Background: an optimization exercise with open tools, aiming at small area. Do not read the settings as production practice. Where RTL was checked, it was by simulation tests only, not by an equivalence proof against the original. No activity file was given, so power comes from the tool's default toggle rates.

==> raven <==
==> flow/design.v <==
module updown_count #(
    parameter W = 5
) (
    input  logic         clk,
    input  logic         rst,
    input  logic         inc,
    input  logic         dec,
    output logic [W-1:0] count
);
  logic up, dn;
  logic [W-1:0] all1, all0;
  assign up = inc && !dec;
  assign dn = dec && !inc;
  always_comb begin
    all1[0] = 1'b1;
    all0[0] = 1'b1;
    for (int i = 1; i < W; i++) begin
      all1[i] = all1[i-1] & count[i-1];
      all0[i] = all0[i-1] & !count[i-1];
    end
  end
  always_ff @(posedge clk) begin
    if (rst) count <= '0;
    else count <= count ^ ((all1 & {W{up}}) | (all0 & {W{dn}}));
  end
endmodule
module shift_fifo #(
    parameter DEPTH = 16,
    parameter EXTRA = 1
) (
    input  logic                        clk,
    input  logic                        rst,
    input  logic                        wr_en,   
    input  logic                        rd_en,   
    input  logic [7:0]                  wdata,
    output logic [8*(DEPTH+EXTRA)-1:0]  mem,
    output logic [$clog2(DEPTH+1)-1:0]  count
);
  always_ff @(posedge clk) begin
    if (wr_en) mem <= {mem[8*(DEPTH+EXTRA)-9:0], wdata};
  end
  updown_count #(
      .W($clog2(DEPTH + 1))
  ) counter (
      .clk  (clk),
      .rst  (rst),
      .inc  (wr_en),
      .dec  (rd_en),
      .count(count)
  );
endmodule
module uart_tx (
    input  logic        clk_i,
    input  logic        rst_ni,
    input  logic [15:0] baud_div_i,
    input  logic        tx_we_i,    
    input  logic        tx_en_i,
    input  logic [ 7:0] din_i,
    output logic        empty_o,
    output logic        full_o,
    output logic        tx_bit_o
);
  function automatic logic [7:0] mux16(input logic [127:0] m, input logic [3:0] s);
    logic [63:0] l1;
    logic [31:0] l2;
    logic [15:0] l3;
    for (int i = 0; i < 8; i++) l1[8*i+:8] = s[0] ? m[16*i+8+:8] : m[16*i+:8];
    for (int i = 0; i < 4; i++) l2[8*i+:8] = s[1] ? l1[16*i+8+:8] : l1[16*i+:8];
    for (int i = 0; i < 2; i++) l3[8*i+:8] = s[2] ? l2[16*i+8+:8] : l2[16*i+:8];
    mux16 = s[3] ? l3[15:8] : l3[7:0];
  endfunction
  localparam logic [3:0] P_STOP = 4'b0000, P_IDLE = 4'b0001, P_START = 4'b0111;
  logic [  3:0] phase;
  logic [ 15:0] baud_counter;
  logic [127:0] mem;
  logic [  7:0] tx_shift;
  logic [  4:0] count;
  logic         tick, go, pop, push;
  logic [ 16:0] bc_inc;
  logic [  7:0] head;
  assign empty_o = (count == 5'd0);
  assign full_o  = count[4];
  logic [16:0] carry;
  always_comb begin
    carry[0] = 1'b1;
    for (int i = 0; i < 16; i++) begin
      bc_inc[i]  = baud_counter[i] ^ carry[i];
      carry[i+1] = baud_counter[i] & carry[i];
    end
    bc_inc[16] = carry[16];
  end
  assign tick   = (bc_inc == {1'b0, baud_div_i});
  assign go     = tx_en_i && !empty_o;
  assign pop    = go && (phase == P_IDLE || (phase == P_STOP && tick));
  assign push   = tx_we_i && !full_o;
  shift_fifo #(
      .DEPTH(16),
      .EXTRA(0)
  ) tx_buffer (
      .clk  (clk_i),
      .rst  (!rst_ni),
      .wr_en(push),
      .rd_en(pop),
      .wdata(din_i),
      .mem  (mem),
      .count(count)
  );
  assign head = mux16({mem[119:0], mem[127:120]}, count[3:0]);
  always_ff @(posedge clk_i) begin
    if (pop) tx_shift <= head;
    else if (phase[3] && tick) tx_shift <= {1'b0, tx_shift[7:1]};
  end
  always_comb begin
    if (phase[3]) tx_bit_o = tx_shift[0];
    else tx_bit_o = (phase != P_START);
  end
  always_ff @(posedge clk_i or negedge rst_ni) begin
    if (!rst_ni) begin
      phase <= P_IDLE;
    end else begin
      if (phase == P_IDLE) begin
        if (go) phase <= P_START;
      end else if (tick) begin
        if (phase == P_STOP) phase <= go ? P_START : P_IDLE;
        else phase <= phase ^ {&phase[2:0], &phase[1:0], phase[0], 1'b1};
      end
    end
  end
  always_ff @(posedge clk_i) begin
    if (phase == P_IDLE || tick) baud_counter <= '0;
    else baud_counter <= bc_inc[15:0];
  end
endmodule
module uart_rx (
    input  logic        clk_i,
    input  logic        rst_ni,
    input  logic [15:0] baud_div_i,
    input  logic        rx_re_i,    
    input  logic        rx_en_i,
    input  logic        rx_bit_i,
    output logic [ 7:0] dout_o,     
    output logic        full_o,
    output logic        empty_o
);
  function automatic logic [7:0] mux16(input logic [127:0] m, input logic [3:0] s);
    logic [63:0] l1;
    logic [31:0] l2;
    logic [15:0] l3;
    for (int i = 0; i < 8; i++) l1[8*i+:8] = s[0] ? m[16*i+8+:8] : m[16*i+:8];
    for (int i = 0; i < 4; i++) l2[8*i+:8] = s[1] ? l1[16*i+8+:8] : l1[16*i+:8];
    for (int i = 0; i < 2; i++) l3[8*i+:8] = s[2] ? l2[16*i+8+:8] : l2[16*i+:8];
    mux16 = s[3] ? l3[15:8] : l3[7:0];
  endfunction
  localparam logic [3:0] P_STOP = 4'b0000, P_IDLE = 4'b0001, P_START = 4'b0111;
  logic [  3:0] phase;
  logic [ 15:0] baud_counter;
  logic         mid_tick, end_tick, start, wr, shift_en;
  logic [15:0] bc_inc;
  logic [16:0] carry;
  always_comb begin
    carry[0] = 1'b1;
    for (int i = 0; i < 16; i++) begin
      bc_inc[i]  = baud_counter[i] ^ carry[i];
      carry[i+1] = baud_counter[i] & carry[i];
    end
  end
  assign mid_tick = (baud_counter == {1'b0, baud_div_i[15:1]});
  assign end_tick = (baud_counter == baud_div_i);
  logic [127:0] mem;
  logic [  4:0] q;
  logic         free0;
  assign full_o  = q[4] && !free0;
  assign empty_o = (q == {4'b0, free0});
  assign start   = (phase == P_IDLE) && rx_en_i && !rx_bit_i && !full_o;
  assign wr      = (phase == P_STOP) && end_tick && !full_o;
  assign shift_en = (start && !free0) || (wr && !free0);
  always_ff @(posedge clk_i) begin
    if (phase[3] && mid_tick) mem[7:0] <= {rx_bit_i, mem[7:1]};
  end
  always_ff @(posedge clk_i) begin
    if (shift_en) mem[127:8] <= mem[119:0];
  end
  always_ff @(posedge clk_i) begin
    if (!rst_ni) free0 <= 1'b0;
    else if (start) free0 <= 1'b1;
    else if (wr) free0 <= 1'b0;
  end
  updown_count #(
      .W(5)
  ) counter (
      .clk  (clk_i),
      .rst  (!rst_ni),
      .inc  (shift_en),
      .dec  (rx_re_i),
      .count(q)
  );
  assign dout_o = mux16(mem, q[3:0]);
  always_ff @(posedge clk_i or negedge rst_ni) begin
    if (!rst_ni) begin
      phase <= P_IDLE;
    end else begin
      if (phase == P_IDLE) begin
        if (start) phase <= P_START;
      end else if (mid_tick) begin
        if (phase == P_START) phase <= rx_bit_i ? P_IDLE : 4'b1000;
        else if (phase == P_STOP) begin
          if (rx_bit_i) phase <= P_IDLE;
        end else phase <= phase ^ {&phase[2:0], &phase[1:0], phase[0], 1'b1};
      end
    end
  end
  always_ff @(posedge clk_i) begin
    if (phase == P_IDLE || end_tick) baud_counter <= '0;
    else baud_counter <= bc_inc;
  end
endmodule
module uart #(
    parameter DATA_WIDTH = 8,
    parameter FIFO_DEPTH = 16
) (
    input  logic        clk_i,
    input  logic        rst_ni,
    input  logic        stb_i,
    input  logic [ 1:0] adr_i,
    input  logic [ 3:0] byte_sel_i,
    input  logic        we_i,
    input  logic [31:0] dat_i,
    output logic [31:0] dat_o,
    input  logic        uart_rx_i,
    output logic        uart_tx_o
);
  logic [15:0] baud_div_reg;
  logic        tx_en_reg, rx_en_reg;
  logic        tx_full, tx_empty, rx_full, rx_empty;
  logic [ 7:0] rx_byte;
  logic [ 1:0] rd_adr;   
  logic [ 3:0] status_q;   
  uart_tx uart_tx_inst (
      .clk_i     (clk_i),
      .rst_ni    (rst_ni),
      .baud_div_i(baud_div_reg),
      .tx_we_i   (stb_i && we_i && adr_i == 2'd3),
      .tx_en_i   (tx_en_reg),
      .din_i     (dat_i[7:0]),
      .empty_o   (tx_empty),
      .full_o    (tx_full),
      .tx_bit_o  (uart_tx_o)
  );
  uart_rx uart_rx_inst (
      .clk_i     (clk_i),
      .rst_ni    (rst_ni),
      .baud_div_i(baud_div_reg),
      .rx_re_i   (stb_i && !we_i && adr_i == 2'd3 && !rx_empty),
      .rx_en_i   (rx_en_reg),
      .rx_bit_i  (uart_rx_i),
      .dout_o    (rx_byte),
      .full_o    (rx_full),
      .empty_o   (rx_empty)
  );
  always_ff @(posedge clk_i) begin
    if (!rst_ni) begin
      baud_div_reg <= 16'd0;
      tx_en_reg    <= 1'b0;
      rx_en_reg    <= 1'b0;
    end else if (stb_i && we_i) begin
      if (adr_i == 2'd0 && (byte_sel_i[0] || byte_sel_i[1])) baud_div_reg <= dat_i[15:0];
      if (adr_i == 2'd1 && byte_sel_i[0]) begin
        tx_en_reg <= dat_i[0];
        rx_en_reg <= dat_i[1];
      end
    end
  end
  always_ff @(posedge clk_i) begin
    rd_adr   <= adr_i;
    status_q <= {rx_empty, rx_full, tx_empty, tx_full};
  end
  always_comb begin
    dat_o = '0;
    unique case (rd_adr)
      2'd0: dat_o[15:0] = baud_div_reg;
      2'd1: dat_o[1:0] = {rx_en_reg, tx_en_reg};
      2'd2: dat_o[3:0] = status_q;
      2'd3: if (!status_q[3]) dat_o[7:0] = rx_byte;
    endcase
  end
endmodule
==> flow/flow/run.sh <==
#!/bin/bash
# Standard layout with two changes: clock tree without dummy loads, and
# port buffers of the smallest buffer cell.
set -euo pipefail
export CTS_ARGS="-sink_clustering_enable -repair_clock_nets -dont_use_dummy_load -buf_list {sky130_fd_sc_hd__clkbuf_8 sky130_fd_sc_hd__clkbuf_16} -sink_clustering_size 20 -sink_clustering_max_diameter 60"
export SKIP_REPAIR_TIE_FANOUT=1
export BUFFER_PORTS_ARGS="-buffer_cell sky130_fd_sc_hd__buf_1"
bash standard.sh > standard.log 2>&1
==> flow/standard.sh <==
#!/bin/bash
# synth_recipe.tcl (not shown) runs the flow's synth.tcl, then flattens the netlist and writes it again
# the make line also repeats each setting of config.mk as NAME=value (left out here)
make -C /OpenROAD-flow-scripts/flow DESIGN_CONFIG=/design/flow/config.mk WORK_HOME=/design/flow/orfs CLKGATE_MAP_FILE= SYNTH_SCRIPT=/design/flow/synth_recipe.tcl "${@:-finish}"
==> flow/config.mk <==
export PLATFORM = sky130hd
export DESIGN_NAME = uart
export DESIGN_NICKNAME = uart
export VERILOG_FILES = /design/flow/design.v
export SDC_FILE = /design/flow/constraint.sdc
export NUM_CORES = 4
export LEC_CHECK = 0
export CAP_MARGIN = 20
export CORE_MARGIN = 2
export CORE_UTILIZATION = 65
export PLACE_DENSITY = 0.8
export SLEW_MARGIN = 20
==> flow/constraint.sdc <==
create_clock -name core_clock -period 10.0 [get_ports {clk_i}]
set_input_delay 2.0000 -clock core_clock [delete_from_list [all_inputs] [get_ports {clk_i}]]
set_output_delay 2.0000 -clock core_clock [all_outputs]
set_load 0.01 [all_outputs]
==> harbor (differences from raven) <==
==> flow/design.v, changed modules only <==
module shift_fifo #(
    parameter DEPTH = 16,
    parameter EXTRA = 1
) (
    input  logic                        clk,
    input  logic                        rst,
    input  logic                        wr_en,   
    input  logic                        rd_en,   
    input  logic [7:0]                  wdata,
    output logic [8*(DEPTH+EXTRA)-1:0]  mem,
    output logic [$clog2(DEPTH+1)-1:0]  count
);
  always_ff @(posedge clk) begin
    if (wr_en) mem <= {mem[8*(DEPTH+EXTRA)-9:0], wdata};
  end
  always_ff @(posedge clk) begin
    if (rst) count <= '0;
    else if (wr_en && !rd_en) count <= count + 1'b1;
    else if (!wr_en && rd_en) count <= count - 1'b1;
  end
endmodule
module uart_tx (
    input  logic        clk_i,
    input  logic        rst_ni,
    input  logic [15:0] baud_div_i,
    input  logic        tx_we_i,    
    input  logic        tx_en_i,
    input  logic [ 7:0] din_i,
    output logic        empty_o,
    output logic        full_o,
    output logic        tx_bit_o
);
  function automatic logic [7:0] mux16(input logic [127:0] m, input logic [3:0] s);
    logic [63:0] l1;
    logic [31:0] l2;
    logic [15:0] l3;
    for (int i = 0; i < 8; i++) l1[8*i+:8] = s[0] ? m[16*i+8+:8] : m[16*i+:8];
    for (int i = 0; i < 4; i++) l2[8*i+:8] = s[1] ? l1[16*i+8+:8] : l1[16*i+:8];
    for (int i = 0; i < 2; i++) l3[8*i+:8] = s[2] ? l2[16*i+8+:8] : l2[16*i+:8];
    mux16 = s[3] ? l3[15:8] : l3[7:0];
  endfunction
  localparam logic [3:0] P_STOP = 4'b0000, P_IDLE = 4'b0001, P_START = 4'b0111;
  logic [  3:0] phase;
  logic [ 15:0] baud_counter;
  logic [135:0] mem;
  logic [  4:0] count;
  logic         tick, go, pop, push;
  logic [ 16:0] bc_inc;
  logic [  7:0] cur;
  assign empty_o = (count == 5'd0);
  assign full_o  = count[4];
  logic [16:0] carry;
  always_comb begin
    carry[0] = 1'b1;
    for (int i = 0; i < 16; i++) begin
      bc_inc[i]  = baud_counter[i] ^ carry[i];
      carry[i+1] = baud_counter[i] & carry[i];
    end
    bc_inc[16] = carry[16];
  end
  assign tick   = (bc_inc == {1'b0, baud_div_i});
  assign go     = tx_en_i && !empty_o;
  assign pop    = go && (phase == P_IDLE || (phase == P_STOP && tick));
  assign push   = tx_we_i && !full_o;
  shift_fifo #(
      .DEPTH(16),
      .EXTRA(1)
  ) tx_buffer (
      .clk  (clk_i),
      .rst  (!rst_ni),
      .wr_en(push),
      .rd_en(pop),
      .wdata(din_i),
      .mem  (mem),
      .count(count)
  );
  assign cur = count[4] ? mem[135:128] : mux16(mem[127:0], count[3:0]);
  always_comb begin
    if (phase[3]) tx_bit_o = cur[phase[2:0]];
    else tx_bit_o = (phase != P_START);
  end
  always_ff @(posedge clk_i or negedge rst_ni) begin
    if (!rst_ni) begin
      phase <= P_IDLE;
    end else begin
      if (phase == P_IDLE) begin
        if (go) phase <= P_START;
      end else if (tick) begin
        if (phase == P_STOP) phase <= go ? P_START : P_IDLE;
        else phase <= phase + 4'd1;
      end
    end
  end
  always_ff @(posedge clk_i) begin
    if (phase == P_IDLE || tick) baud_counter <= '0;
    else baud_counter <= bc_inc[15:0];
  end
endmodule
module uart_rx (
    input  logic        clk_i,
    input  logic        rst_ni,
    input  logic [15:0] baud_div_i,
    input  logic        rx_re_i,    
    input  logic        rx_en_i,
    input  logic        rx_bit_i,
    output logic [ 7:0] dout_o,     
    output logic        full_o,
    output logic        empty_o
);
  function automatic logic [7:0] mux16(input logic [127:0] m, input logic [3:0] s);
    logic [63:0] l1;
    logic [31:0] l2;
    logic [15:0] l3;
    for (int i = 0; i < 8; i++) l1[8*i+:8] = s[0] ? m[16*i+8+:8] : m[16*i+:8];
    for (int i = 0; i < 4; i++) l2[8*i+:8] = s[1] ? l1[16*i+8+:8] : l1[16*i+:8];
    for (int i = 0; i < 2; i++) l3[8*i+:8] = s[2] ? l2[16*i+8+:8] : l2[16*i+:8];
    mux16 = s[3] ? l3[15:8] : l3[7:0];
  endfunction
  localparam logic [3:0] P_STOP = 4'b0000, P_IDLE = 4'b0001, P_START = 4'b0111;
  logic [  3:0] phase;
  logic [ 15:0] baud_counter;
  logic [  7:0] shift;
  logic [127:0] mem;
  logic [  4:0] count;
  logic         mid_tick, end_tick, rx_we;
  logic [15:0] bc_inc;
  logic [16:0] carry;
  always_comb begin
    carry[0] = 1'b1;
    for (int i = 0; i < 16; i++) begin
      bc_inc[i]  = baud_counter[i] ^ carry[i];
      carry[i+1] = baud_counter[i] & carry[i];
    end
  end
  assign mid_tick = (baud_counter == {1'b0, baud_div_i[15:1]});
  assign end_tick = (baud_counter == baud_div_i);
  assign empty_o = (count == 5'd0);
  assign full_o  = count[4];
  assign rx_we   = (phase == P_STOP) && end_tick && !full_o;
  shift_fifo #(
      .DEPTH(16),
      .EXTRA(0)
  ) rx_buffer (
      .clk  (clk_i),
      .rst  (!rst_ni),
      .wr_en(rx_we),
      .rd_en(rx_re_i),
      .wdata(shift),
      .mem  (mem),
      .count(count)
  );
  assign dout_o = mux16(mem, count[3:0]);
  always_ff @(posedge clk_i or negedge rst_ni) begin
    if (!rst_ni) begin
      phase <= P_IDLE;
    end else begin
      if (phase == P_IDLE) begin
        if (rx_en_i && !rx_bit_i && !full_o) phase <= P_START;
      end else if (mid_tick) begin
        if (phase == P_START) phase <= rx_bit_i ? P_IDLE : 4'b1000;
        else if (phase == P_STOP) begin
          if (rx_bit_i) phase <= P_IDLE;
        end else phase <= phase + 4'd1;
      end
    end
  end
  always_ff @(posedge clk_i) begin
    if (phase == P_IDLE || end_tick) baud_counter <= '0;
    else baud_counter <= bc_inc;
  end
  always_ff @(posedge clk_i) begin
    if (phase[3] && mid_tick) shift <= {rx_bit_i, shift[7:1]};
  end
endmodule
// module updown_count removed
==> flow/flow/run.sh (replaced) <==
#!/bin/bash
# Standard layout with two changes: clock tree without dummy loads, and
# port buffers of the smallest buffer cell.
set -euo pipefail
export CTS_ARGS="-sink_clustering_enable -repair_clock_nets -dont_use_dummy_load -buf_list sky130_fd_sc_hd__clkbuf_16 -sink_clustering_size 30 -sink_clustering_max_diameter 50"
export BUFFER_PORTS_ARGS="-buffer_cell sky130_fd_sc_hd__buf_1"
bash standard.sh > standard.log 2>&1
CORE_UTILIZATION = 40   (was 65)
PLACE_DENSITY = 0.6   (was 0.8)
==> maple (differences from raven) <==
==> flow/design.v, changed modules only <==
module shift_fifo #(
    parameter DEPTH = 16,
    parameter EXTRA = 1
) (
    input  logic                        clk,
    input  logic                        rst,
    input  logic                        wr_en,   
    input  logic                        rd_en,   
    input  logic [7:0]                  wdata,
    output logic [8*(DEPTH+EXTRA)-1:0]  mem,
    output logic [$clog2(DEPTH+1)-1:0]  count
);
  always_ff @(posedge clk) begin
    if (wr_en) mem <= {mem[8*(DEPTH+EXTRA)-9:0], wdata};
  end
  always_ff @(posedge clk) begin
    if (rst) count <= '0;
    else if (wr_en && !rd_en) count <= count + 1'b1;
    else if (!wr_en && rd_en) count <= count - 1'b1;
  end
endmodule
module uart_tx (
    input  logic        clk_i,
    input  logic        rst_ni,
    input  logic [15:0] baud_div_i,
    input  logic        tx_we_i,    
    input  logic        tx_en_i,
    input  logic [ 7:0] din_i,
    output logic        empty_o,
    output logic        full_o,
    output logic        tx_bit_o
);
  function automatic logic [7:0] mux16(input logic [127:0] m, input logic [3:0] s);
    logic [63:0] l1;
    logic [31:0] l2;
    logic [15:0] l3;
    for (int i = 0; i < 8; i++) l1[8*i+:8] = s[0] ? m[16*i+8+:8] : m[16*i+:8];
    for (int i = 0; i < 4; i++) l2[8*i+:8] = s[1] ? l1[16*i+8+:8] : l1[16*i+:8];
    for (int i = 0; i < 2; i++) l3[8*i+:8] = s[2] ? l2[16*i+8+:8] : l2[16*i+:8];
    mux16 = s[3] ? l3[15:8] : l3[7:0];
  endfunction
  localparam logic [3:0] P_STOP = 4'b0000, P_IDLE = 4'b0001, P_START = 4'b0111;
  logic [  3:0] phase;
  logic [ 15:0] baud_counter;
  logic [135:0] mem;
  logic [  4:0] count;
  logic         tick, go, pop, push;
  logic [ 16:0] bc_inc;
  logic [  7:0] cur;
  assign empty_o = (count == 5'd0);
  assign full_o  = count[4];
  assign bc_inc = {1'b0, baud_counter} + 17'd1;
  assign tick   = (bc_inc == {1'b0, baud_div_i});
  assign go     = tx_en_i && !empty_o;
  assign pop    = go && (phase == P_IDLE || (phase == P_STOP && tick));
  assign push   = tx_we_i && !full_o;
  shift_fifo #(
      .DEPTH(16),
      .EXTRA(1)
  ) tx_buffer (
      .clk  (clk_i),
      .rst  (!rst_ni),
      .wr_en(push),
      .rd_en(pop),
      .wdata(din_i),
      .mem  (mem),
      .count(count)
  );
  assign cur = count[4] ? mem[135:128] : mux16(mem[127:0], count[3:0]);
  always_comb begin
    if (phase[3]) tx_bit_o = cur[phase[2:0]];
    else tx_bit_o = (phase != P_START);
  end
  always_ff @(posedge clk_i or negedge rst_ni) begin
    if (!rst_ni) begin
      phase <= P_IDLE;
    end else begin
      if (phase == P_IDLE) begin
        if (go) phase <= P_START;
      end else if (tick) begin
        if (phase == P_STOP) phase <= go ? P_START : P_IDLE;
        else phase <= phase + 4'd1;
      end
    end
  end
  always_ff @(posedge clk_i) begin
    if (phase == P_IDLE || tick) baud_counter <= '0;
    else baud_counter <= bc_inc[15:0];
  end
endmodule
module uart_rx (
    input  logic        clk_i,
    input  logic        rst_ni,
    input  logic [15:0] baud_div_i,
    input  logic        rx_re_i,    
    input  logic        rx_en_i,
    input  logic        rx_bit_i,
    output logic [ 7:0] dout_o,     
    output logic        full_o,
    output logic        empty_o
);
  function automatic logic [7:0] mux16(input logic [127:0] m, input logic [3:0] s);
    logic [63:0] l1;
    logic [31:0] l2;
    logic [15:0] l3;
    for (int i = 0; i < 8; i++) l1[8*i+:8] = s[0] ? m[16*i+8+:8] : m[16*i+:8];
    for (int i = 0; i < 4; i++) l2[8*i+:8] = s[1] ? l1[16*i+8+:8] : l1[16*i+:8];
    for (int i = 0; i < 2; i++) l3[8*i+:8] = s[2] ? l2[16*i+8+:8] : l2[16*i+:8];
    mux16 = s[3] ? l3[15:8] : l3[7:0];
  endfunction
  localparam logic [3:0] P_STOP = 4'b0000, P_IDLE = 4'b0001, P_START = 4'b0111;
  logic [  3:0] phase;
  logic [ 15:0] baud_counter;
  logic [  7:0] shift;
  logic [127:0] mem;
  logic [  4:0] count;
  logic         mid_tick, end_tick, rx_we;
  assign mid_tick = (baud_counter == {1'b0, baud_div_i[15:1]});
  assign end_tick = (baud_counter == baud_div_i);
  assign empty_o = (count == 5'd0);
  assign full_o  = count[4];
  assign rx_we   = (phase == P_STOP) && end_tick && !full_o;
  shift_fifo #(
      .DEPTH(16),
      .EXTRA(0)
  ) rx_buffer (
      .clk  (clk_i),
      .rst  (!rst_ni),
      .wr_en(rx_we),
      .rd_en(rx_re_i),
      .wdata(shift),
      .mem  (mem),
      .count(count)
  );
  assign dout_o = mux16(mem, count[3:0]);
  always_ff @(posedge clk_i or negedge rst_ni) begin
    if (!rst_ni) begin
      phase <= P_IDLE;
    end else begin
      if (phase == P_IDLE) begin
        if (rx_en_i && !rx_bit_i && !full_o) phase <= P_START;
      end else if (mid_tick) begin
        if (phase == P_START) phase <= rx_bit_i ? P_IDLE : 4'b1000;
        else if (phase == P_STOP) begin
          if (rx_bit_i) phase <= P_IDLE;
        end else phase <= phase + 4'd1;
      end
    end
  end
  always_ff @(posedge clk_i) begin
    if (phase == P_IDLE || end_tick) baud_counter <= '0;
    else baud_counter <= baud_counter + 16'd1;
  end
  always_ff @(posedge clk_i) begin
    if (phase[3] && mid_tick) shift <= {rx_bit_i, shift[7:1]};
  end
endmodule
// module updown_count removed
==> flow/flow/run.sh (replaced) <==
#!/bin/bash
# Standard layout with two changes: clock tree without dummy loads, and
# port buffers of the smallest buffer cell.
set -euo pipefail
export CTS_ARGS="-sink_clustering_enable -repair_clock_nets -dont_use_dummy_load"
export BUFFER_PORTS_ARGS="-buffer_cell sky130_fd_sc_hd__buf_1"
bash standard.sh > standard.log 2>&1
CORE_UTILIZATION = 40   (was 65)
PLACE_DENSITY = 0.6   (was 0.8)
==> results.txt <==
- Sequential power, highest first: raven, harbor, maple.
- First-iteration DRC count, highest first: maple, harbor, raven.
- The lowest worst setup slack belongs to harbor, the highest to maple.
- Clock-buffer cell count, highest first: maple, harbor, raven.
- Of harbor and raven, raven has the higher global-route usage (gap 9.3 points).
- The highest final cell count belongs to maple, the lowest to raven.
- In harbor the die area is lower than in maple, by 2.8%.
- Of harbor and maple, maple has the higher routed wire length (gap about 4%, measured against maple).
- Between harbor and maple, the lower critical path depth is in maple (gap 20).
==> figures <==
Status: harbor timing/DRC/antenna clean; raven timing/DRC/antenna clean; maple timing/DRC/antenna clean
Met2 Use GR: harbor 21.6%; raven 39.3%; maple 21.7%
Routability congestion estimate: harbor 0.790; raven 0.965; maple 0.843
Total number of tap cells: harbor 461; raven 275; maple 468
Top-area cell type share of the netlist area: harbor 56.2%; raven 56.0%; maple 54.5%
Num CTS Buffers: harbor 37; raven 24; maple 38
Die area: harbor 37900 um2; raven 23000 um2; maple 39000 um2
Fraction of power consumed by sequential logic: harbor 51.7%; raven 56.5%; maple 52.0%
Number of clock sinks seen by CTS: harbor 346; raven 339; maple 346
Critical path class: harbor reg -> reg; raven reg -> reg; maple reg -> out
Die W: harbor 195 um; raven 152 um; maple 197 um
Power per unit of standard cell area: harbor 211 nW/um2; raven 215 nW/um2; maple 200 nW/um2
Antenna violations before repair: harbor 1; raven 2; maple 0
Portion of the layout cell area used by non-clock buffers: harbor 1.52%; raven 1.50%; maple 1.41%
Post-Synth Simple-Gate Area: harbor 6.52%; raven 6.86%; maple 8.26%
Total number of placement rows: harbor 69; raven 53; maple 70
Count of flip-flops with a built-in enable after synthesis: harbor 272; raven 264; maple 272
Total number of multi-input combinational cells: harbor 484; raven 438; maple 553
Antenna diode count: harbor 0; raven 2; maple 0
The RTL of harbor was laid out without a check of its function.

-- re-timing with driven ports --
The results above use ideal ports. As a check the final layouts listed here were re-extracted and re-timed, cells and wires unchanged.
Step 1, drivers: a clkbuf_16 drives clk_i and a buf_2 each remaining input, both assumed.
Step 2 moves the port delays by t, midway between the first and last clock arrival at a register: inputs arrive t later, outputs are due t later. That takes back most of the time a late clock gives input paths.
Slacks: ideal / step 1 / step 2; pairs: ideal / step 1.
run | t (ns) | setup WS [ns] | worst setup path after step 2 | worst data-port slew with drivers (ns)
raven | 0.555 | 4.376 / 4.376 / 4.376 | register to register | 0.08
harbor | 0.552 | 4.180 / 4.180 / 4.180 | register to register | 0.08
maple | 0.546 | 4.727 / 4.675 / 5.026 | input to register | 0.06
After both steps every run listed still meets setup and hold.
